Background: an optimization exercise with open tools, aiming at small area. Do not read the settings as production practice. RTL that was checked went through simulation tests only; none was proved equivalent to the original. Function not checked in run 1: the RTL went through the layout flow alone.

`run.sh`:
```
#!/bin/bash
# synth_recipe.tcl (not shown) runs the flow's synth.tcl, then flattens the netlist and writes it again
# the make line also repeats each setting of config.mk as NAME=value (left out here)
make -C /OpenROAD-flow-scripts/flow DESIGN_CONFIG=/design/flow/config.mk WORK_HOME=/design/flow/orfs CLKGATE_MAP_FILE= SYNTH_SCRIPT=/design/flow/synth_recipe.tcl finish
```
`config.mk`:
```
export PLATFORM = sky130hd
export DESIGN_NAME = fme_satd_8x8
export DESIGN_NICKNAME = fme_satd_8x8
export VERILOG_FILES = /design/flow/design.v
export SDC_FILE = /design/flow/constraint.sdc
export NUM_CORES = 4
export LEC_CHECK = 0
export CAP_MARGIN = 20
export CORE_MARGIN = 2
export CORE_UTILIZATION = 40
export SLEW_MARGIN = 20
```
`constraint.sdc`:
```
create_clock -name core_clock -period 7.0 [get_ports {clk}]
set_input_delay 1.4000 -clock core_clock [delete_from_list [all_inputs] [get_ports {clk}]]
set_output_delay 1.4000 -clock core_clock [all_outputs]
set_load 0.01 [all_outputs]
```
`design.v`:
```
`timescale 1ns/100ps
module satd_rca #(parameter W = 8) (
    input  [W-1:0] a,
    input  [W-1:0] b,
    input          ci,
    output [W-1:0] s
);
wire [W:0] c;
assign c[0] = ci;
genvar i;
generate
for (i = 0; i < W; i = i + 1) begin : bit_
    assign s[i]   = a[i] ^ b[i] ^ c[i];
    assign c[i+1] = (a[i] & b[i]) | (c[i] & (a[i] ^ b[i]));
end
endgenerate
endmodule
module fme_satd_8x8 (
    clk,
    rstn,
    cur_p0_i, cur_p1_i, cur_p2_i, cur_p3_i,
    cur_p4_i, cur_p5_i, cur_p6_i, cur_p7_i,
    sp0_i,    sp1_i,    sp2_i,    sp3_i,
    sp4_i,    sp5_i,    sp6_i,    sp7_i,
    sp_valid_i,
    satd_8x8_o,
    satd_8x8_valid_o
);
input                                 clk;
input                                 rstn;
input		[8-1  : 0] cur_p0_i, cur_p1_i, cur_p2_i, cur_p3_i;
input		[8-1  : 0] cur_p4_i, cur_p5_i, cur_p6_i, cur_p7_i;
input           [8-1  : 0] sp0_i,    sp1_i,    sp2_i,    sp3_i;
input           [8-1  : 0] sp4_i,    sp5_i,    sp6_i,    sp7_i;
input                                 sp_valid_i;
output          [17              : 0] satd_8x8_o;
output                                satd_8x8_valid_o;
reg  [2:0] cnt;           
reg        win;           
wire       adv = sp_valid_i | win;
always @(posedge clk or negedge rstn) begin
    if (~rstn) begin
        cnt <= 3'd0;
        win <= 1'b0;
    end else if (adv) begin
        cnt <= cnt + 3'd1;
        if (cnt == 3'd7) win <= sp_valid_i;
    end
end
reg        adv1;
reg  [1:0] cnt1;
reg  [3:0] load_d;        
reg  [4:0] done_d;        
always @(posedge clk) begin
    adv1   <= adv;
    cnt1   <= cnt[1:0];
    load_d <= {load_d[2:0], adv & (cnt == 3'd7)};
end
always @(posedge clk or negedge rstn) begin
    if (~rstn) done_d <= 5'd0;
    else       done_d <= {done_d[3:0], win & (cnt == 3'd6)};
end
assign satd_8x8_valid_o = done_d[4];
wire [8-1:0] cur [0:7];
wire [8-1:0] sp  [0:7];
assign cur[0] = cur_p0_i; assign cur[1] = cur_p1_i; assign cur[2] = cur_p2_i; assign cur[3] = cur_p3_i;
assign cur[4] = cur_p4_i; assign cur[5] = cur_p5_i; assign cur[6] = cur_p6_i; assign cur[7] = cur_p7_i;
assign sp[0]  = sp0_i;    assign sp[1]  = sp1_i;    assign sp[2]  = sp2_i;    assign sp[3]  = sp3_i;
assign sp[4]  = sp4_i;    assign sp[5]  = sp5_i;    assign sp[6]  = sp6_i;    assign sp[7]  = sp7_i;
reg  [9:0]  f1 [0:3][0:7];
reg  [10:0] f2 [0:1][0:7];
reg  [11:0] f3 [0:7];
reg  [9:0]  r1 [0:7];       
reg  [11:0] r2 [0:7];       
wire h1 = cnt[2];
wire h2 = cnt1[1];
wire h3 = cnt1[0];
genvar g;
generate
for (g = 0; g < 8; g = g + 1) begin : lane
    wire [8:0] x1;
    satd_rca #(9) u_d (.a({1'b0, cur[g]}), .b({1'b1, ~sp[g]}), .ci(1'b1), .s(x1));
    wire [9:0] x1e = {x1[8], x1};
    wire [9:0] o1, i1;
    satd_rca #(10) u_o1 (.a(f1[3][g]), .b(x1e & {10{h1}}),    .ci(1'b0), .s(o1));
    satd_rca #(10) u_i1 (.a(x1e),      .b(~(f1[3][g] & {10{h1}})), .ci(1'b1), .s(i1));
    always @(posedge clk) begin
        if (adv) begin
            f1[0][g] <= i1;
            f1[1][g] <= f1[0][g];
            f1[2][g] <= f1[1][g];
            f1[3][g] <= f1[2][g];
        end
        r1[g] <= o1;
    end
    wire [10:0] x2e = {r1[g][9], r1[g]};
    wire [10:0] o2, i2;
    satd_rca #(11) u_o2 (.a(f2[1][g]), .b(x2e & {11{h2}}),    .ci(1'b0), .s(o2));
    satd_rca #(11) u_i2 (.a(x2e),      .b(~(f2[1][g] & {11{h2}})), .ci(1'b1), .s(i2));
    always @(posedge clk) if (adv1) begin
        f2[0][g] <= i2;
        f2[1][g] <= f2[0][g];
    end
    wire [11:0] x3e = {o2[10], o2};
    wire [11:0] o3, i3;
    satd_rca #(12) u_o3 (.a(f3[g]), .b(x3e & {12{h3}}),    .ci(1'b0), .s(o3));
    satd_rca #(12) u_i3 (.a(x3e),   .b(~(f3[g] & {12{h3}})), .ci(1'b1), .s(i3));
    always @(posedge clk) begin
        if (adv1) f3[g] <= i3;
        r2[g] <= o3;
    end
end
endgenerate
wire [12:0] a [0:7];
wire [13:0] b [0:7];
reg  [13:0] r3 [0:7];
generate
for (g = 0; g < 4; g = g + 1) begin : rs1
    satd_rca #(13) u_s (.a({r2[g][11], r2[g]}), .b({r2[g+4][11], r2[g+4]}),  .ci(1'b0), .s(a[g]));
    satd_rca #(13) u_d (.a({r2[g][11], r2[g]}), .b(~{r2[g+4][11], r2[g+4]}), .ci(1'b1), .s(a[g+4]));
end
for (g = 0; g < 4; g = g + 1) begin : rs2
    localparam integer I = (g < 2) ? g : g + 2;    
    wire [13:0] ae  = {a[I][12],   a[I]};
    wire [13:0] ae2 = {a[I+2][12], a[I+2]};
    satd_rca #(14) u_s (.a(ae), .b(ae2),  .ci(1'b0), .s(b[I]));
    satd_rca #(14) u_d (.a(ae), .b(~ae2), .ci(1'b1), .s(b[I+2]));
end
for (g = 0; g < 8; g = g + 1) begin : rr3
    always @(posedge clk) r3[g] <= b[g];
end
endgenerate
reg  [12:0] r4 [0:3];      
reg  [3:0]  r4s;           
generate
for (g = 0; g < 4; g = g + 1) begin : mx
    wire signed [14:0] p = {r3[2*g][13],   r3[2*g]};
    wire signed [14:0] q = {r3[2*g+1][13], r3[2*g+1]};
    wire [14:0] sum = p + q;
    wire [14:0] dif = p - q;
    wire        selp = ~(sum[14] ^ dif[14]);
    wire [13:0] v = selp ? r3[2*g] : r3[2*g+1];
    always @(posedge clk) begin
        r4[g]  <= v[12:0] ^ {13{v[13]}};
        r4s[g] <= v[13];
    end
end
endgenerate
reg  [15:0] acc;
wire [15:0] acc_n = (load_d[3] ? 16'd1 : acc) + r4[0] + r4[1] + r4[2] + r4[3]
                    + r4s[0] + r4s[1] + r4s[2] + r4s[3];
always @(posedge clk) acc <= acc_n;
assign satd_8x8_o = {3'b000, acc[15:1]};
endmodule
```
==> results_dict.tcl, run 1 <==
set metrics [dict create \
    remaining_drc_errors 0 \
    tightest_slew_ps 1060 \
    path_max_fanout 2 \
    cts_buffers 107 \
    worstSetupStartpointType "flip-flop" \
    reg2regPathDepth 16 \
    synth-seq-area-share_pct 48.7 \
    whs_path_depth 0 \
    dieHeight_um 364 \
    arrival_ps 7300 \
    holdBufCountCts 0 \
    dp_cells 5631 \
    ys_async_sr_fraction_pct 0.936 \
    wl_met3_um 3420 \
    place_area_um2 55400 \
    finalInstanceArea_um2 59000 \
    cp-end-kind "flip-flop" \
    drv_slew 0 \
    avgSynthCellArea_um2 13.7 \
    antenna_left 0 \
    setup_violations 0 \
    core_area_um2 129000 \
    yosysUniqueCellTypes 46 \
    timing.reg2reg.setup_slack_ps 290 \
    die_x_um 364 \
    area_growth_pct 13.9 \
    clk_pin_slew_ps 60 \
    drt-wirelength-per-cell_um 15.5 \
    max_slew_margin_pct 29.2 \
    hp-class "reg -> reg" \
    cp_cell_sequence "ha_1, inv_1, fa_1, fa_1, fa_1, fa_1, fa_2, fa_1, fa_1, fa_1, fa_1, fa_1, inv_1, fa_1, fa_1, fa_1" \
    crit_top_cell "fa_1" \
    vias_per_cell 4.32 \
    rr_startpoint "r2[4][0]$_DFF_P_" \
    antenna_found_initial 2 \
    rsz0062_at_grt "no" \
    finalNonFillerCells 5835 \
    fin_crit_ps 6710 \
    synth_warnings 15 \
    clk_latency_ps 720 \
    num_io_pins 150 \
    min_from "load_d[2]$_DFF_P_" \
    holdPathEnd "load_d[3]$_DFF_P_" \
    slowest_stage "fa_1" \
    grtUsageTotal_pct 14.5 \
    dp_hpwl_um 70200 \
    start_util_pct 40.1 \
    routabilityCongestion 0.870 \
    wl_um 90700 \
    synthCells 3797 \
    clockRootBuffer "clkbuf_16" \
    synth_edf_count 592 \
    die_area_um2 133000 \
    clockBufferDepth 3 \
    overflow 0 \
    max_freq_mhz 149 \
    period_share_pct 95.9 \
    drtIter0Drc 1405 \
    dr.pass1.iters 5 \
    cp.required_ps 7590 \
    slowest_delay_ps 570 \
    wl_met2_um 40600 \
    grt_pass1_vias 27700 \
    finalSetupTns_ps 0 \
    wl_met1_um 44700 \
    htreeDepth 3 \
    ys_ff_latch 962 \
    via_count 25200 \
    status "complete, no violations" \
    nets 5035 \
    synth_ff_type "edfxtp_1" \
    rows 132 \
    cts_num_sinks 962 \
    drive_above_1_share_pct 5.74 \
    portBuffers 146 \
    grt_max_degree 164 \
    syn_area_um2 51900 \
    cts_tree "yes" \
    skew_ps 49.0 \
    top_layer "met4" \
    reg2reg_to "r3[0][12]$_DFF_P_" \
    drv_cap 0 \
    grt_pass1_wl_um 149000 \
    path_class "reg -> reg" \
    hold_violations 0 \
]
[worst max-delay path, delay by kind of cell, from the launching register on]
| family | cells | cell delay (ps) |
|---|---|---|
| adders and majority gates | 14 | 6100 |
| DFF | 1 | 350 |
| buffers and inverters | 2 | 130 |
[placed cells by master, fill, tap and decap left out, types with 6 or more instances in the layout]
cell and instances:
a211oi_1 7, a21o_1 10, a21oi_1 48, and2_1 168, and3_1 6, buf_4 37
bufinv_16 9, clkbuf_1 22, clkbuf_16 111, clkbuf_8 10, clkdlybuf4s50_1 146, clkinv_1 9
clkinv_2 21, clkinvlp_4 8, dfrtp_1 8, dfxtp_1 358, edfxtp_1 592, fa_1 712
ha_1 192, inv_1 850, mux2_2 6, mux2i_1 52, nand2_1 267, nand4_1 6
nor2_1 17, nor2b_1 99, nor3_1 8, o21ai_0 16, o21bai_1 8, xnor2_1 204
xor2_1 12
[per-stage QoR]
| stage | hold WS (ps) | worst slack [ps] | util, % |
|---|---|---|---|
| after floorplan | 310 | 42.7 | - |
| after global routing | 351 | 19.5 | 45.7 |
| after detailed placement | 312 | 181 | 42.9 |
| final | 326 | 286 | 45.7 |
| after global placement | 316 | 226 | 42.9 |
| after CTS | 328 | 159 | 45.7 |
[synthesized netlist by cell type, drive strengths merged (10+ instances only)]
cell      n  area share, %
xor2     12           0.20
mux2i    52            1.0
dfxtp   361             14
a21oi    48           0.46
edfxtp  592             34
a21o     10           0.14
nand2   267            1.9
ha      192            4.6
inv     851            6.2
and2    168            2.0
nor2b    99            1.2
nor2     18           0.13
fa      713             28
clkbuf   67           0.49
buf      29           0.42
xnor2   207            3.5
o21ai    19           0.21
[how the worst max path moves through the flow]
stage	cells past startpoint	end	slack, ps	startpoint
finish	16	r3[0][12]$_DFF_P_	290	r2[4][0]$_DFF_P_
global placement	16	r3[0][12]$_DFF_P_	230	r2[0][0]$_DFF_P_
detailed placement	16	r3[0][12]$_DFF_P_	180	r2[4][0]$_DFF_P_
CTS	16	r3[0][12]$_DFF_P_	160	r2[4][0]$_DFF_P_
global route	16	r3[0][12]$_DFF_P_	20	r2[4][0]$_DFF_P_
floorplan	20	f3[5][11]$_DFFE_PP_	40	cnt1[1]$_DFF_P_
[timing repair]
action,4_1_cts,5_1_grt
gates resized for setup,0,1
setup buffers,0,1
endpoints found under the setup margin,0,4
[cell type report]
cell class,count,area [um^2]
multi-input combinational,1890,23000
fill,11700,70100
sequential,962,25200
inverter,851,3200
clock buffer,143,3000
timing repair buffer,187,1810
tap,1742,2180
clock inverter,59,618
antenna,1,2.50
[registers in the layout, summed over array words and instances (netlist names), 5 cells and up]
register	cells
r3	106
acc	16
f3	96
f1	320
r2	96
r1	80
done_d	5
f2	176
r4	52
[layer usage]
metal	up-vias	track usage, %
li1	12000	-
met1	12700	21.4
met2	381	22.2
met3	126	2.25
met5	-	0
met4	0	4.30
[cell families (layout without fill, tap and decap cells)]
group / after synthesis / count (layout) / synth area share (%)
adders and majority gates: 905 / 905 / 32.2
DFF: 962 / 962 / 48.7
muxes: 58 / 58 / 1.13
other: 1 / 4 / 0.00723
xor gates and xnor gates: 219 / 219 / 3.71
AOI/OAI and AO/OA: 119 / 119 / 1.59
buffers and inverters: 947 / 1240 / 7.07
and+or+nand+nor: 586 / 586 / 5.68
==> run 2, diff against run 1 <==
--- a/design.v
+++ b/design.v
@@ -49,18 +49,18 @@
 end
 reg        adv1;
 reg  [1:0] cnt1;
-reg  [3:0] load_d;        
-reg  [4:0] done_d;        
+reg  [2:0] load_d;        
+reg  [3:0] done_d;        
 always @(posedge clk) begin
     adv1   <= adv;
     cnt1   <= cnt[1:0];
-    load_d <= {load_d[2:0], adv & (cnt == 3'd7)};
+    load_d <= {load_d[1:0], adv & (cnt == 3'd7)};
 end
 always @(posedge clk or negedge rstn) begin
-    if (~rstn) done_d <= 5'd0;
-    else       done_d <= {done_d[3:0], win & (cnt == 3'd6)};
+    if (~rstn) done_d <= 4'd0;
+    else       done_d <= {done_d[2:0], win & (cnt == 3'd6)};
 end
-assign satd_8x8_valid_o = done_d[4];
+assign satd_8x8_valid_o = done_d[3];
 wire [8-1:0] cur [0:7];
 wire [8-1:0] sp  [0:7];
 assign cur[0] = cur_p0_i; assign cur[1] = cur_p1_i; assign cur[2] = cur_p2_i; assign cur[3] = cur_p3_i;
@@ -130,8 +130,8 @@
     always @(posedge clk) r3[g] <= b[g];
 end
 endgenerate
-reg  [12:0] r4 [0:3];      
-reg  [3:0]  r4s;           
+wire [12:0] mv [0:3];      
+wire [3:0]  ms;            
 generate
 for (g = 0; g < 4; g = g + 1) begin : mx
     wire signed [14:0] p = {r3[2*g][13],   r3[2*g]};
@@ -140,15 +140,13 @@
     wire [14:0] dif = p - q;
     wire        selp = ~(sum[14] ^ dif[14]);
     wire [13:0] v = selp ? r3[2*g] : r3[2*g+1];
-    always @(posedge clk) begin
-        r4[g]  <= v[12:0] ^ {13{v[13]}};
-        r4s[g] <= v[13];
-    end
+    assign mv[g] = v[12:0] ^ {13{v[13]}};
+    assign ms[g] = v[13];
 end
 endgenerate
 reg  [15:0] acc;
-wire [15:0] acc_n = (load_d[3] ? 16'd1 : acc) + r4[0] + r4[1] + r4[2] + r4[3]
-                    + r4s[0] + r4s[1] + r4s[2] + r4s[3];
+wire [15:0] acc_n = (load_d[2] ? 16'd1 : acc) + mv[0] + mv[1] + mv[2] + mv[3]
+                    + ms[0] + ms[1] + ms[2] + ms[3];
 always @(posedge clk) acc <= acc_n;
 assign satd_8x8_o = {3'b000, acc[15:1]};
 endmodule
--- a/config.mk
+++ b/config.mk
@@ -7,5 +7,8 @@
 export LEC_CHECK = 0
 export CAP_MARGIN = 20
 export CORE_MARGIN = 2
-export CORE_UTILIZATION = 40
+export CORE_UTILIZATION = 60
+export CTS_BUF_LIST = sky130_fd_sc_hd__clkbuf_4 sky130_fd_sc_hd__clkbuf_8
+export CTS_CLUSTER_DIAMETER = 60
+export CTS_CLUSTER_SIZE = 20
 export SLEW_MARGIN = 20
==> run 2 against run 1 <==
Still clean. First-iteration DRC count up 7.4%. Die area down 34%. Utilization up 21 points. Clock skew up 22 ps. Final area down 5.7%. Non-clock buffer count up 3. Wire length up 4.5%. Area after synthesis down 1.5%. Maximum frequency up 0.77%. Critical path type unchanged.
==> results_dict.tcl, run 2 <==
set metrics [dict create \
    synthDominantCellAreaShare_pct 34.8 \
    reg2regPathDepth 17 \
    portBuffers 146 \
    timing.reg2reg.setup_slack_ps 340 \
    max_freq_mhz 150 \
    start_util_pct 60.8 \
    area_growth_pct 9.06 \
    grt_pass1_vias 28600 \
    place_area_um2 53900 \
    ys_ff_latch 906 \
    clockRootBuffer "clkbuf_8" \
    dp_hpwl_um 75300 \
    hp-class "reg -> reg" \
    rows 106 \
    largestRegisters "f1 x320, f2 x176, r3 x108" \
    cp-end-kind "flip-flop" \
    antenna_found_initial 1 \
    largest_reg_flops 320 \
    dr.pass1.iters 5 \
    top_register "f1" \
    max_slew_margin_pct 32.0 \
    yosysUniqueCellTypes 67 \
    tightest_slew_ps 1020 \
    drv_slew 0 \
    vias_per_cell 4.95 \
    reg2reg_to "f3[4][11]$_DFFE_PP_" \
    drv_cap 0 \
    routabilityCongestion 0.896 \
    synthTopCellsByCount "870 x inv_1, 712 x fa_1, 592 x edfxtp_1, 306 x dfxtp_1, 273 x nand2_1" \
    finalSetupTns_ps 0 \
    finalInstanceArea_um2 55700 \
    yosysMostFrequentCell "inv_1" \
    post-place-ws_ps 205 \
    holdPathEnd "done_d[1]$_DFF_PN0_" \
    antenna_left 0 \
    rr_startpoint "cnt1[1]$_DFF_P_" \
    clockBufferDepth 3 \
    final_cell_mix "869 x inv_1, 712 x fa_1, 592 x edfxtp_1" \
    cts_num_sinks 906 \
    ys_async_sr_fraction_pct 0.883 \
    overflow 0 \
    period_share_pct 95.2 \
    setup_ws_ps 337 \
    synthCells 3816 \
    path_max_fanout 18 \
    avgSynthCellArea_um2 13.4 \
    grtUsageTotal_pct 23.4 \
    synth_top_area_cell "edfxtp_1" \
    syn_area_um2 51100 \
    cts_buffers 77 \
    cts_tree "yes" \
    remaining_drc_errors 0 \
    drive_above_1_share_pct 5.08 \
    skew_ps 70.9 \
    synth_ff_type "edfxtp_1" \
    fin_hold_ws_ps 351 \
    drt-wirelength-per-cell_um 18.3 \
    grt_pass1_wl_um 156000 \
    wl_um 94800 \
    core_area_um2 84000 \
    crit_start "cnt1[1]$_DFF_P_" \
    die_x_um 296 \
    synth_edf_count 592 \
    worstSetupStartpointType "flip-flop" \
    holdBufCountCts 0 \
    clk_latency_ps 730 \
    hold_violations 0 \
    final_common_cell "inv_1" \
    synth_warnings 13 \
    arrival_ps 7130 \
    synth.area.top_cells "edfxtp_1 35%, fa_1 28%, dfxtp_1 12%" \
    path_class "reg -> reg" \
    htreeDepth 3 \
    cp.required_ps 7470 \
    nets 5032 \
    synth-seq-area-share_pct 47.2 \
    die_area_um2 87400 \
    drtIter0Drc 1509 \
    clk_pin_slew_ps 120 \
    min_from "done_d[0]$_DFF_PN0_" \
    whs_path_depth 0 \
    num_io_pins 150 \
    grt_max_degree 178 \
    fin_crit_ps 6660 \
    setup_violations 0 \
    dieHeight_um 296 \
    status "complete, no violations" \
    via_count 25700 \
]
run 2: cell types whose count changed after synthesis, sizes merged, moves of 9 or more:
cell and change:
xor2 +41, a21oi -10, mux2i -9, nand2b +20, inv +19, dfxtp -55
o21ai +10, xnor2 -43
run 2: kinds of logic after synthesis:
logic type      after synthesis  synth area share, %
buf+inv                     965                 7.25
mux                          48                0.961
compound gates              131                 1.73
other cells                   1              0.00735
simple gates                639                 6.35
flops                       906                 47.2
xor+xnor                    217                 3.74
fa+ha+maj                   909                 32.7
run 2: stage by stage:
step           cells  utilization [%]
4_1_cts         5188             66.2
6_report        5192             66.3
3_5_place_dp    5045             64.2
2_1_floorplan   3818                -
3_3_place_gp    5045             64.2
5_1_grt         5192             66.3
run 2: what timing repair did:
action                     4_1_cts  5_1_grt
hold endpoints to repair         0        0
setup buffers                    0        1
gates resized for setup          0        1
setup endpoints to repair        0        8
run 2: how the worst max path moves through the flow:
| stage | to | slack, ps | cells after the start |
|---|---|---|---|
| finish | f3[4][11]$_DFFE_PP_ | 340 | 17 |
| global route | acc[14]$_DFF_P_ | -20 | 26 |
| CTS | f3[7][11]$_DFFE_PP_ | 180 | 18 |
| detailed placement | f3[7][11]$_DFFE_PP_ | 200 | 18 |
| global placement | f3[7][11]$_DFFE_PP_ | 280 | 18 |
| floorplan | f3[6][11]$_DFFE_PP_ | 40 | 20 |
run 2: critical path: stages, from the launching register on:
cell and delay, ps:
dfxtp_4 560, and2_1 230, ha_1 150, inv_1 50
fa_1 420, fa_1 540, inv_1 50, fa_1 390
fa_1 480, fa_1 460, fa_1 460, fa_1 480
fa_1 460, fa_1 470, fa_1 460, fa_1 450
xnor2_1 210, xnor2_1 90
run 2: per-layer routing:
metal  global-route usage [%]  share of wire, %  wire length (um)
met4                     6.95               2.9              2710
met2                     37.4                47             44700
met5                        0                 0                 0
met1                     34.6                47             44300
met3                     2.39               3.3              3110
run 2: final cells by class:
cell class	count	area [um^2]
flip-flops and latches	906	24100
inverters	870	3270
multi-input cells	1947	23300
fillers	6201	28300
repair buffers	190	1840
diodes	2	5.00
well taps	1134	1420
clock inverters	46	513
clock buffers	97	1240
==> run 3, diff against run 2 <==
--- a/config.mk
+++ b/config.mk
@@ -7,7 +7,7 @@
 export LEC_CHECK = 0
 export CAP_MARGIN = 20
 export CORE_MARGIN = 2
-export CORE_UTILIZATION = 60
+export CORE_UTILIZATION = 40
 export CTS_BUF_LIST = sky130_fd_sc_hd__clkbuf_4 sky130_fd_sc_hd__clkbuf_8
 export CTS_CLUSTER_DIAMETER = 60
 export CTS_CLUSTER_SIZE = 20
==> run 3 against run 2 <==
Wire length is 3.3% lower. Critical endpoint is now f3[0][11]$_DFFE_PP_. Highest routed layer unchanged. Area after synthesis stayed put. Flip-flop and latch count is the same. Clock skew down 17 ps. Non-clock buffer count is 4 lower.
==> results_dict.tcl, run 3 <==
set metrics [dict create \
    status "complete, no violations" \
    ys_async_sr_fraction_pct 0.883 \
    period_share_pct 95.0 \
    cts_tree "yes" \
    grt_pass1_vias 27300 \
    largest_reg_flops 320 \
    drv_cap 0 \
    holdBufCountCts 0 \
    fin_hold_ws_ps 331 \
    finalNonFillerCells 5728 \
    largestRegisters "f1 x320, f2 x176, r3 x108" \
    worstSetupStartpointType "flip-flop" \
    arrival_ps 7110 \
    top_register "f1" \
    cp-end-kind "flip-flop" \
    clk_pin_slew_ps 100 \
    clk_latency_ps 770 \
    avgSynthCellArea_um2 13.4 \
    multi_input_area_um2 23300 \
    finalSetupTns_ps 0 \
    fillers 11500 \
    grtUsageTotal_pct 14.7 \
    hp-class "reg -> reg" \
    register_area_um2 24100 \
    synth-seq-area-share_pct 47.2 \
    dp_cells 5571 \
    portBuffers 146 \
    ctsResizeCount 0 \
    wl_um 91700 \
    clockBufferDepth 3 \
    drv_slew 0 \
    vias_per_cell 4.38 \
    remaining_drc_errors 0 \
    rows 131 \
    start_util_pct 40.2 \
    fin_crit_ps 6650 \
    synthDominantCellAreaShare_pct 34.8 \
    drtIter0Drc 1420 \
    rsz0062_at_grt "no" \
    max_freq_mhz 150 \
    yosysMostFrequentCell "inv_1" \
    routabilityCongestion 0.875 \
    path_class "reg -> reg" \
    core_area_um2 127000 \
    clockRootBuffer "clkbuf_8" \
    antenna_found_initial 2 \
    antenna_left 0 \
    hold_violations 0 \
    cts_buffers 83 \
    synthTopCellsByCount "870 x inv_1, 712 x fa_1, 592 x edfxtp_1, 306 x dfxtp_1, 273 x nand2_1" \
    die_area_um2 131000 \
    final_cell_mix "869 x inv_1, 712 x fa_1, 592 x edfxtp_1" \
    die_x_um 361 \
    tightest_slew_ps 987 \
    ys_ff_latch 906 \
    synth.area.top_cells "edfxtp_1 35%, fa_1 28%, dfxtp_1 12%" \
    dieHeight_um 361 \
    dp_hpwl_um 72600 \
    cp.required_ps 7460 \
    synth_warnings 13 \
    yosysUniqueCellTypes 67 \
    synth_ff_type "edfxtp_1" \
    dr.pass1.iters 5 \
    num_io_pins 150 \
    cts_num_sinks 906 \
    max_slew_margin_pct 34.2 \
    skew_ps 53.5 \
    via_count 25100 \
    grt_max_degree 172 \
    post-cts-setup-buffer-count 0 \
    setup_violations 0 \
    drive_above_1_share_pct 5.26 \
    final_common_cell "inv_1" \
    synth_top_area_cell "edfxtp_1" \
    syn_area_um2 51100 \
    nets 5034 \
    htreeDepth 3 \
    synthCells 3816 \
    synth_edf_count 592 \
    grt_pass1_wl_um 150000 \
    drt-wirelength-per-cell_um 16.0 \
    area_growth_pct 10.7 \
    overflow 0 \
    path_max_fanout 19 \
]
==> run 3: cell counts after synthesis <==
No cell type changed its count.
==> run 3: critical path, stage by stage, from the launching register on <==
cell     delay [ps]
dfxtp_4         440
buf_12          170
and2_1          130
ha_1            130
inv_1            50
fa_1            490
inv_1            50
fa_1            390
fa_1            470
fa_1            460
fa_1            480
fa_1            480
fa_1            460
fa_1            460
fa_1            460
fa_1            460
fa_1            450
xnor2_1         200
xnor2_1         100
==> run 3: routing by layer <==
metal	routed length, um	share of wire [%]	track usage, %
met1	45300	49	21.8
met2	40600	44	22.6
met3	3480	3.8	2.02
met4	2340	2.5	4.47
met5	0	0	0
==> run 3: path summary, 6_finish.rpt <==
kind / start / end / slack [ps] / cells after the start
hold / removal: load_d[0]$_DFF_P_ / load_d[1]$_DFF_P_ / 330 / 0
hold reg to reg: load_d[0]$_DFF_P_ / load_d[1]$_DFF_P_ / 330 / 0
min in group asynchronous: rstn / done_d[2]$_DFF_PN0_ / 920 / 1
setup / recovery: cnt1[1]$_DFF_P_ / f3[0][11]$_DFFE_PP_ / 350 / 18
setup reg to reg: cnt1[1]$_DFF_P_ / f3[0][11]$_DFFE_PP_ / 350 / 18
max in group asynchronous: rstn / cnt[2]$_DFFE_PN0P_ / 5770 / 1
==> run 3: cell type report <==
| cell class | count | area share, % |
|---|---|---|
| timing repair buffer | 186 | 3.23 |
| inverter | 870 | 5.78 |
| clock inverter | 68 | 1.36 |
| tap | 1662 | 3.68 |
| clock buffer | 88 | 2.12 |
| antenna | 1 | 0.00443 |
| multi-input combinational | 1947 | 41.2 |
| sequential | 906 | 42.7 |
==> run 3: cell families after synthesis <==
group | Yosys count | synth area share, %
buffers and inverters | 965 | 7.25
adders and majority gates | 909 | 32.7
DFF | 906 | 47.2
and+or+nand+nor | 639 | 6.35
xor gates and xnor gates | 217 | 3.74
AOI/OAI and AO/OA | 131 | 1.73
muxes | 48 | 0.961
other | 1 | 0.00735
==> run 3: through the flow <==
step | setup slack (ps) | cell area [um^2] | utilization, %
2_1_floorplan | 43.4 | 51100 | -
3_3_place_gp | 401 | 54500 | 42.9
3_5_place_dp | 308 | 54500 | 42.9
4_1_cts | 268 | 56500 | 44.5
5_1_grt | 15.4 | 56500 | 44.5
6_report | 353 | 56500 | 44.5
==> run 4, diff against run 3 <==
--- a/config.mk
+++ b/config.mk
@@ -7,8 +7,8 @@
 export LEC_CHECK = 0
 export CAP_MARGIN = 20
 export CORE_MARGIN = 2
-export CORE_UTILIZATION = 40
+export CORE_UTILIZATION = 60
 export CTS_BUF_LIST = sky130_fd_sc_hd__clkbuf_4 sky130_fd_sc_hd__clkbuf_8
-export CTS_CLUSTER_DIAMETER = 60
-export CTS_CLUSTER_SIZE = 20
+export CTS_CLUSTER_DIAMETER = 40
+export CTS_CLUSTER_SIZE = 12
 export SLEW_MARGIN = 20
==> run 4 against run 3 <==
Sequential share of layout area is 0.56 points lower. Global-route usage is 9.2 points higher. Critical endpoint is now f3[4][11]$_DFFE_PP_. Highest routed layer unchanged. First-iteration DRC count is 6.5% higher. Synthesized cell count stayed put. Worst setup slack worse by 15 ps. Count of clock-buffer cells in the layout is 77 higher. Maximum frequency is 0.23% lower. Flip-flop and latch count stayed put.
==> results_dict.tcl, run 4 <==
set metrics [dict create \
    slowest_stage "dfxtp_4" \
    utilization_pct 68.2 \
    worstSetupStartpointType "flip-flop" \
    hp-class "reg -> reg" \
    portBuffers 146 \
    area_growth_pct 12.2 \
    cp.required_ps 7540 \
    antenna_found_initial 1 \
    remaining_drc_errors 0 \
    grtUsageMet3_pct 3.69 \
    overflow 0 \
    drv_slew 0 \
    grt_pass1_wl_um 159000 \
    clockBufferDepth 3 \
    period_share_pct 95.2 \
    path_max_fanout 18 \
    clockRootBuffer "clkbuf_8" \
    drive_above_1_share_pct 7.69 \
    tightest_slew_ps 1260 \
    wl_um 96200 \
    drt-wirelength-per-cell_um 18.1 \
    start_util_pct 60.8 \
    cp_cell_sequence "and2_1, ha_1, inv_1, fa_1, fa_1, inv_1, fa_1, fa_1, fa_1, fa_1, fa_1, fa_1, fa_1, fa_1, fa_1, xnor2_1, xnor2_1" \
    die_x_um 296 \
    largestRegisters "f1 x320, f2 x176, r3 x108" \
    grtUsageTotal_pct 23.9 \
    drtIter0Drc 1513 \
    cts_buffers 144 \
    syn_area_um2 51100 \
    crit_top_cell "fa_1" \
    synth.area.top_cells "edfxtp_1 35%, fa_1 28%, dfxtp_1 12%" \
    max_slew_margin_pct 15.9 \
    synth_edf_count 592 \
    yosysMostFrequentCell "inv_1" \
    drv_cap 0 \
    nets 5098 \
    htreeDepth 4 \
    synthDominantCellAreaShare_pct 34.8 \
    synth-seq-area-share_pct 47.2 \
    rows 106 \
    slowest_delay_ps 550 \
    clk_latency_ps 800 \
    ys_async_sr_fraction_pct 0.883 \
    grt_max_degree 178 \
    ys_ff_latch 906 \
    grt.met2_usage_pct 37.1 \
    arrival_ps 7200 \
    vias_per_cell 4.92 \
    final_common_cell "inv_1" \
    synth_top_area_cell "edfxtp_1" \
    synth_warnings 13 \
    cts_tree "yes" \
    hold_violations 0 \
    finalSetupTns_ps 0 \
    path_class "reg -> reg" \
    top_register "f1" \
    core_area_um2 84000 \
    antenna_left 0 \
    dr.pass1.iters 5 \
    synthTopCellsByCount "870 x inv_1, 712 x fa_1, 592 x edfxtp_1, 306 x dfxtp_1, 273 x nand2_1" \
    avgSynthCellArea_um2 13.4 \
    num_io_pins 150 \
    routabilityCongestion 0.896 \
    busiest_layer "met2" \
    via_count 26100 \
    dp_hpwl_um 75300 \
    largest_reg_flops 320 \
    met1_usage_pct 34.7 \
    fin_crit_ps 6660 \
    cp-end-kind "flip-flop" \
    skew_ps 43.0 \
    synth_ff_type "edfxtp_1" \
    max_freq_mhz 150 \
    clk_pin_slew_ps 80 \
    cts_num_sinks 906 \
    setup_violations 0 \
    synthCells 3816 \
    grt_pass1_vias 29400 \
    rsz0062_at_grt "no" \
    final_cell_mix "869 x inv_1, 712 x fa_1, 592 x edfxtp_1" \
    dieHeight_um 296 \
    die_area_um2 87400 \
    fin_hold_ws_ps 347 \
    yosysUniqueCellTypes 67 \
    status "complete, no violations" \
]
run 4: cell counts after synthesis:
No cell type changed its count.
run 4: layout make-up:
| cell class | count | area [um^2] |
|---|---|---|
| Clock inverter | 98 | 1200 |
| Timing Repair Buffer | 189 | 1820 |
| Sequential cell | 906 | 24100 |
| Multi-Input combinational cell | 1947 | 23300 |
| Fill cell | 6044 | 26700 |
| Clock buffer | 165 | 2180 |
| Tap cell | 1134 | 1420 |
| Inverter | 870 | 3270 |
| Antenna cell | 3 | 7.51 |
run 4: cell families (layout without fill, tap and decap cells):
group / Yosys count / count (layout) / share of synthesized area, %
buffers and inverters: 965 / 1322 / 7.25
xor gates and xnor gates: 217 / 217 / 3.74
other: 1 / 6 / 0.00735
and+or+nand+nor: 639 / 639 / 6.35
AOI/OAI and AO/OA: 131 / 131 / 1.73
muxes: 48 / 48 / 0.961
DFF: 906 / 906 / 47.2
adders and majority gates: 909 / 909 / 32.7
run 4: path summary, 6_finish.rpt:
| path | startpoint | slack [ps] | end | depth (start not counted) |
|---|---|---|---|---|
| setup / recovery | cnt1[1]$_DFF_P_ | 340 | f3[4][11]$_DFFE_PP_ | 17 |
| hold / removal | load_d[0]$_DFF_P_ | 350 | load_d[1]$_DFF_P_ | 0 |
| setup reg to reg | cnt1[1]$_DFF_P_ | 340 | f3[4][11]$_DFFE_PP_ | 17 |
| hold reg to reg | load_d[0]$_DFF_P_ | 350 | load_d[1]$_DFF_P_ | 0 |
| max in group asynchronous | rstn | 5820 | cnt[2]$_DFFE_PN0P_ | 1 |
| min in group asynchronous | rstn | 880 | done_d[2]$_DFF_PN0_ | 1 |
run 4: per-stage QoR:
stage               std cells  setup WS, ps  instance area (um^2)
global route             5311          13.4                 57300
finish                   5312           338                 57300
global placement         5045           276                 53900
detailed placement       5045           205                 53900
CTS                      5308           175                 57200
floorplan                3818          43.4                 51100
run 4: timing repair:
item / 4_1_cts / 5_1_grt
hold buffers: 0 / 0
gates resized for setup: 0 / 2
setup buffers: 0 / 1
endpoints found under the setup margin: 0 / 6
run 4: metal layers:
metal  vias to the layer above  wire (um)
met2                       473      44900
met5                         -          0
met1                     13300      44100
li1                      12200          -
met4                         0       3290
met3                       169       3830
run 4: critical path, delay by kind of cell, from the launching register on:
family / cells / cell delay, ps
and+or+nand+nor: 1 / 220
adders and majority gates: 12 / 5220
xor gates and xnor gates: 2 / 300
DFF: 1 / 550
buffers and inverters: 2 / 100
==> run 5, diff against run 4 <==
--- a/config.mk
+++ b/config.mk
@@ -8,7 +8,7 @@
 export CAP_MARGIN = 20
 export CORE_MARGIN = 2
 export CORE_UTILIZATION = 60
-export CTS_BUF_LIST = sky130_fd_sc_hd__clkbuf_4 sky130_fd_sc_hd__clkbuf_8
-export CTS_CLUSTER_DIAMETER = 40
-export CTS_CLUSTER_SIZE = 12
+export CTS_BUF_LIST = sky130_fd_sc_hd__clkbuf_8
+export CTS_CLUSTER_DIAMETER = 50
+export CTS_CLUSTER_SIZE = 16
 export SLEW_MARGIN = 20
==> run 5 against run 4 <==
Final area down 1.7%. Synthesized cell count unchanged. Clock skew down 6.4 ps. Largest cell class unchanged. Die area unchanged. Sequential share of layout area up 0.75 points. Register-to-register slack about the same. Utilization down 1.2 points. Global-route usage down 0.46 points. Critical endpoint unchanged. Still clean. Critical path depth unchanged.
==> results_dict.tcl, run 5 <==
set metrics [dict create \
    synthCells 3816 \
    worstSetupStartpointType "flip-flop" \
    grtUsageTotal_pct 23.5 \
    worst-path-buf-inv 2 \
    drv_cap 0 \
    synth_warnings 13 \
    core_area_um2 84000 \
    grt_max_degree 178 \
    overflow 0 \
    synth_ff_type "edfxtp_1" \
    hold_violations 0 \
    path_class "reg -> reg" \
    ys_async_sr_fraction_pct 0.883 \
    wl_um 95000 \
    largestRegisters "f1 x320, f2 x176, r3 x108" \
    synth_top_area_cell "edfxtp_1" \
    drt-wirelength-per-cell_um 18.1 \
    dp_cells 5045 \
    crit_top_cell "fa_1" \
    cp.required_ps 7500 \
    fin_crit_ps 6670 \
    num_io_pins 150 \
    portBuffers 146 \
    die_x_um 296 \
    top_register "f1" \
    clockBufferDepth 3 \
    fin_hold_ws_ps 342 \
    slowest_stage "dfxtp_4" \
    arrival_ps 7170 \
    clk_latency_ps 760 \
    cts_num_sinks 906 \
    dr.pass1.iters 5 \
    max_slew_margin_pct 32.5 \
    via_count 25900 \
    synthTopCellsByCount "870 x inv_1, 712 x fa_1, 592 x edfxtp_1, 306 x dfxtp_1, 273 x nand2_1" \
    largest_reg_flops 320 \
    synth.area.top_cells "edfxtp_1 35%, fa_1 28%, dfxtp_1 12%" \
    yosysUniqueCellTypes 67 \
    crit_start "cnt1[1]$_DFF_P_" \
    cp_top_family "adder cells" \
    fillers 6173 \
    finalInstanceArea_um2 56300 \
    clk_pin_slew_ps 90 \
    syn_area_um2 51100 \
    place_area_um2 53900 \
    final_cell_mix "882 x inv_1, 712 x fa_1, 592 x edfxtp_1" \
    cp-end-kind "flip-flop" \
    drive_above_1_share_pct 5.94 \
    ys_ff_latch 906 \
    cts_tree "yes" \
    path_max_fanout 18 \
    period_share_pct 95.3 \
    dp_hpwl_um 75300 \
    cts_buffers 102 \
    remaining_drc_errors 0 \
    grt_pass1_wl_um 157000 \
    drtIter0Drc 1577 \
    start_util_pct 60.8 \
    final_common_cell "inv_1" \
    antenna_found_initial 2 \
    routabilityCongestion 0.896 \
    cp_cell_sequence "and2_1, ha_1, inv_1, fa_1, fa_1, inv_1, fa_1, fa_1, fa_1, fa_1, fa_1, fa_1, fa_1, fa_1, fa_1, xnor2_1, xnor2_1" \
    hp-class "reg -> reg" \
    htreeDepth 3 \
    setup_violations 0 \
    dieHeight_um 296 \
    grt_pass1_vias 28900 \
    synth-seq-area-share_pct 47.2 \
    area_growth_pct 10.2 \
    max_freq_mhz 150 \
    finalNonFillerCells 5245 \
    status "complete, no violations" \
    skew_ps 36.6 \
    min_from "load_d[0]$_DFF_P_" \
    drv_slew 0 \
    slowest_delay_ps 550 \
    rows 106 \
    clockRootBuffer "clkbuf_8" \
    vias_per_cell 4.93 \
    synth_edf_count 592 \
    avgSynthCellArea_um2 13.4 \
    yosysMostFrequentCell "inv_1" \
    rr_startpoint "cnt1[1]$_DFF_P_" \
    antenna_left 0 \
    tightest_slew_ps 1000 \
    nets 5057 \
    die_area_um2 87400 \
    synthDominantCellAreaShare_pct 34.8 \
    holdBufCountCts 0 \
]
[run 5: cell counts after synthesis]
Identical to the previous run, type by type.
[run 5: final cells by class]
cell class	instances	area, um^2	area share [%]
Inverter	870	3270	5.81
Clock inverter	88	896	1.59
Antenna cell	4	10.0	0.0178
Sequential cell	906	24100	42.9
Tap cell	1134	1420	2.52
Timing Repair Buffer	190	1840	3.28
Clock buffer	106	1460	2.59
Multi-Input combinational cell	1947	23300	41.3
[run 5: logic make-up (layout without fill, tap and decap cells)]
group | after synthesis | after routing | share of synthesized area [%]
multiplexers | 48 | 48 | 0.961
flip-flops | 906 | 906 | 47.2
XOR/XNOR | 217 | 217 | 3.74
other | 1 | 7 | 0.00735
buffers and inverters | 965 | 1254 | 7.25
AND/OR/NAND/NOR | 639 | 639 | 6.35
adder cells (fa/ha/maj) | 909 | 909 | 32.7
AO/OA/AOI/OAI | 131 | 131 | 1.73
[run 5: metrics by stage]
stage | util, % | setup TNS, ps | setup slack, ps
final | 67.0 | 0 | 331
after global routing | 67.0 | -8.87 | -8.87
after CTS | 67.0 | 0 | 182
after detailed placement | 64.2 | 0 | 205
after global placement | 64.2 | 0 | 276
after floorplan | - | 0 | 43.4
[run 5: final timing paths]
path,endpoint,slack (ps),cells after the start
worst max-delay path,f3[4][11]$_DFFE_PP_,330,17
min in group asynchronous,done_d[2]$_DFF_PN0_,890,1
worst min register to register,load_d[1]$_DFF_P_,340,0
max in group asynchronous,cnt[2]$_DFFE_PN0P_,5830,1
worst max register to register,f3[4][11]$_DFFE_PP_,330,17
worst min-delay path,load_d[1]$_DFF_P_,340,0
[run 5: routing by layer]
layer | vias up | share of wire, % | GRT usage, %
li1 | 12100 | - | -
met4 | 0 | 3.2 | 7.34
met3 | 146 | 4.0 | 3.04
met5 | - | 0 | 0
met2 | 479 | 47 | 37.0
met1 | 13200 | 46 | 34.6
[run 5: repair_timing]
action | 4_1_cts | 5_1_grt
resized for setup | 0 | 1
buffers inserted | 0 | 1
setup endpoints to repair | 0 | 8
[run 5: worst reg2reg max path, cell delays in order (launching register included)]
cell,delay [ps]
dfxtp_4,550
and2_1,250
ha_1,150
inv_1,50
fa_1,430
fa_1,540
inv_1,50
fa_1,390
fa_1,480
fa_1,460
fa_1,460
fa_1,480
fa_1,460
fa_1,470
fa_1,460
fa_1,450
xnor2_1,210
xnor2_1,90
==> run 6, diff against run 5 <==
--- a/config.mk
+++ b/config.mk
@@ -7,8 +7,5 @@
 export LEC_CHECK = 0
 export CAP_MARGIN = 20
 export CORE_MARGIN = 2
-export CORE_UTILIZATION = 60
-export CTS_BUF_LIST = sky130_fd_sc_hd__clkbuf_8
-export CTS_CLUSTER_DIAMETER = 50
-export CTS_CLUSTER_SIZE = 16
+export CORE_UTILIZATION = 40
 export SLEW_MARGIN = 20
==> run 6 against run 5 <==
Still clean on timing, DRC and antenna. Global-route usage fell by 8.5 points. Non-clock buffer count is 4 lower. Via count is 2.5% lower. Worst setup slack better by 41 ps. Wire length shrank 2.4%. Synthesized cell count stayed put. Final area is 2.9% higher. Largest cell class unchanged.
==> results_dict.tcl, run 6 <==
set metrics [dict create \
    status "complete, no violations" \
    dp_cells 5571 \
    num_io_pins 150 \
    htreeDepth 3 \
    antenna_found_initial 0 \
    die_x_um 361 \
    via_count 25200 \
    fin_crit_ps 6630 \
    final_common_cell "inv_1" \
    path_max_fanout 19 \
    drtIter0Drc 1377 \
    core_area_um2 127000 \
    period_share_pct 94.7 \
    fillers 11400 \
    dieHeight_um 361 \
    ys_ff_latch 906 \
    grt_max_degree 172 \
    path_class "reg -> reg" \
    vias_per_cell 4.38 \
    nets 5049 \
    hold_violations 0 \
    synth.area.top_cells "edfxtp_1 35%, fa_1 28%, dfxtp_1 12%" \
    multi_input_area_um2 23300 \
    cts_tree "yes" \
    portBuffers 146 \
    routabilityCongestion 0.875 \
    register_area_um2 24100 \
    synthCells 3816 \
    finalSetupTns_ps 0 \
    synth_ff_type "edfxtp_1" \
    post-place-ws_ps 308 \
    crit_top_cell "fa_1" \
    synth-seq-area-share_pct 47.2 \
    drv_cap 0 \
    clockRootBuffer "clkbuf_16" \
    syn_area_um2 51100 \
    slowest_stage "fa_1" \
    max_freq_mhz 151 \
    cp_cell_sequence "buf_12, and2_1, ha_1, inv_1, fa_1, inv_1, fa_1, fa_1, fa_1, fa_1, fa_1, fa_1, fa_1, fa_1, fa_1, fa_1, xnor2_1, xnor2_1" \
    cp_top_family "adder cells" \
    remaining_drc_errors 0 \
    rows 131 \
    largestRegisters "f1 x320, f2 x176, r3 x108" \
    synthDominantCellAreaShare_pct 34.8 \
    synth_edf_count 592 \
    synth_top_area_cell "edfxtp_1" \
    drive_above_1_share_pct 5.23 \
    yosysUniqueCellTypes 67 \
    die_area_um2 131000 \
    slowest_delay_ps 500 \
    grtUsageTotal_pct 14.9 \
    top_register "f1" \
    final_cell_mix "869 x inv_1, 712 x fa_1, 592 x edfxtp_1" \
    dp_hpwl_um 72600 \
    avgSynthCellArea_um2 13.4 \
    setup_ws_ps 372 \
    ys_async_sr_fraction_pct 0.883 \
    worstSetupStartpointType "flip-flop" \
    clockBufferDepth 3 \
    start_util_pct 40.2 \
    finalNonFillerCells 5758 \
    synth_warnings 13 \
    clk_pin_slew_ps 60 \
    clk_latency_ps 700 \
    overflow 0 \
    rsz0062_at_grt "no" \
    area_growth_pct 13.4 \
    holdBufCountCts 0 \
    yosysMostFrequentCell "inv_1" \
    worst-path-buf-inv 3 \
    cts_num_sinks 906 \
    drv_slew 0 \
    wl_um 92600 \
    grt_pass1_wl_um 152000 \
    setup_violations 0 \
    synthTopCellsByCount "870 x inv_1, 712 x fa_1, 592 x edfxtp_1, 306 x dfxtp_1, 273 x nand2_1" \
    arrival_ps 7060 \
    hp-class "reg -> reg" \
    cp.required_ps 7430 \
    grt_pass1_vias 27500 \
    skew_ps 22.0 \
    cts_buffers 98 \
    largest_reg_flops 320 \
    drt-wirelength-per-cell_um 16.1 \
    dr.pass1.iters 5 \
    tightest_slew_ps 987 \
    antenna_left 0 \
    cp-end-kind "flip-flop" \
    max_slew_margin_pct 34.2 \
]
[run 6: cell counts after synthesis]
Identical to the previous run, type by type.
[run 6: cell type report]
cell class	instances	area share, %
diodes	1	0.00432
clock buffers	135	4.70
clock inverters	51	1.07
multi-input cells	1947	40.2
well taps	1662	3.59
inverters	870	5.65
flip-flops and latches	906	41.7
repair buffers	186	3.15
[run 6: worst reg2reg max path: cells and delay by family (launching register included)]
| kind | cells | cell delay (ps) |
|---|---|---|
| xor gates and xnor gates | 2 | 280 |
| adders and majority gates | 12 | 5240 |
| buffers and inverters | 3 | 280 |
| DFF | 1 | 420 |
| and+or+nand+nor | 1 | 140 |
[run 6: final timing paths]
| path | cells after the start | end | slack, ps | from |
|---|---|---|---|---|
| min in group asynchronous | 1 | cnt[2]$_DFFE_PN0P_ | 1000 | rstn |
| worst max-delay path | 18 | f3[4][11]$_DFFE_PP_ | 370 | cnt1[1]$_DFF_P_ |
| worst max register to register | 18 | f3[4][11]$_DFFE_PP_ | 370 | cnt1[1]$_DFF_P_ |
| max in group asynchronous | 1 | cnt[2]$_DFFE_PN0P_ | 5690 | rstn |
| worst min-delay path | 0 | load_d[1]$_DFF_P_ | 320 | load_d[0]$_DFF_P_ |
| worst min register to register | 0 | load_d[1]$_DFF_P_ | 320 | load_d[0]$_DFF_P_ |
[run 6: logic make-up after synthesis]
group	count (synthesis)	share of synthesized area, %
AO/OA/AOI/OAI	131	1.73
XOR/XNOR	217	3.74
adder cells (fa/ha/maj)	909	32.7
buffers and inverters	965	7.25
flip-flops	906	47.2
multiplexers	48	0.961
other	1	0.00735
AND/OR/NAND/NOR	639	6.35
[run 6: per-layer routing]
layer / vias to the layer above / track usage (%) / wire (um)
met5: - / 0 / 0
met4: 0 / 5.83 / 3120
met3: 138 / 2.49 / 4280
met2: 441 / 22.4 / 40400
met1: 12600 / 21.7 / 44900
li1: 12000 / - / -
[run 6: repair_timing]
item,CTS,global route
gates resized for setup,0,2
setup buffers,0,0
endpoints found under the setup margin,0,3
[run 6: stage by stage]
stage | area [um^2] | utilization [%] | hold slack, ps
final | 57900 | 45.6 | 324
after global routing | 57900 | 45.6 | 336
after CTS | 57900 | 45.6 | 324
after detailed placement | 54500 | 42.9 | 312
after global placement | 54500 | 42.9 | 318
after floorplan | 51100 | - | 310

port drivers added, routing unchanged:
How much do the figures lean on ideal ports? The routed layouts below were timed once more, with nothing changed but the port constraints. Step 1 assumes that a clkbuf_16 drives the clock port and a buf_2 every other input. Step 2 moves the port delays by t, midway between the first and last clock arrival at a register: inputs arrive t later, outputs are due t later. That takes back most of the time a late clock gives input paths. a / b / c = ideal / step 1 / step 2; a / b = the first two.
| run | t, ns | setup WS [ns] | hold WS [ns] |
|---|---|---|---|
| run 1 | 0.764 | 0.286 / 0.286 / 0.286 | 0.326 / 0.326 / 0.326 |
| run 2 | 0.764 | 0.337 / 0.337 / 0.337 | 0.351 / 0.351 / 0.351 |
| run 3 | 0.805 | 0.353 / 0.353 / 0.353 | 0.331 / 0.331 / 0.331 |
| run 4 | 0.851 | 0.338 / 0.338 / 0.338 | 0.347 / 0.347 / 0.347 |
| run 5 | 0.812 | 0.331 / 0.331 / 0.331 | 0.342 / 0.342 / 0.342 |
| run 6 | 0.755 | 0.372 / 0.372 / 0.372 | 0.324 / 0.324 / 0.324 |
After both steps setup and hold are still met in every run listed.
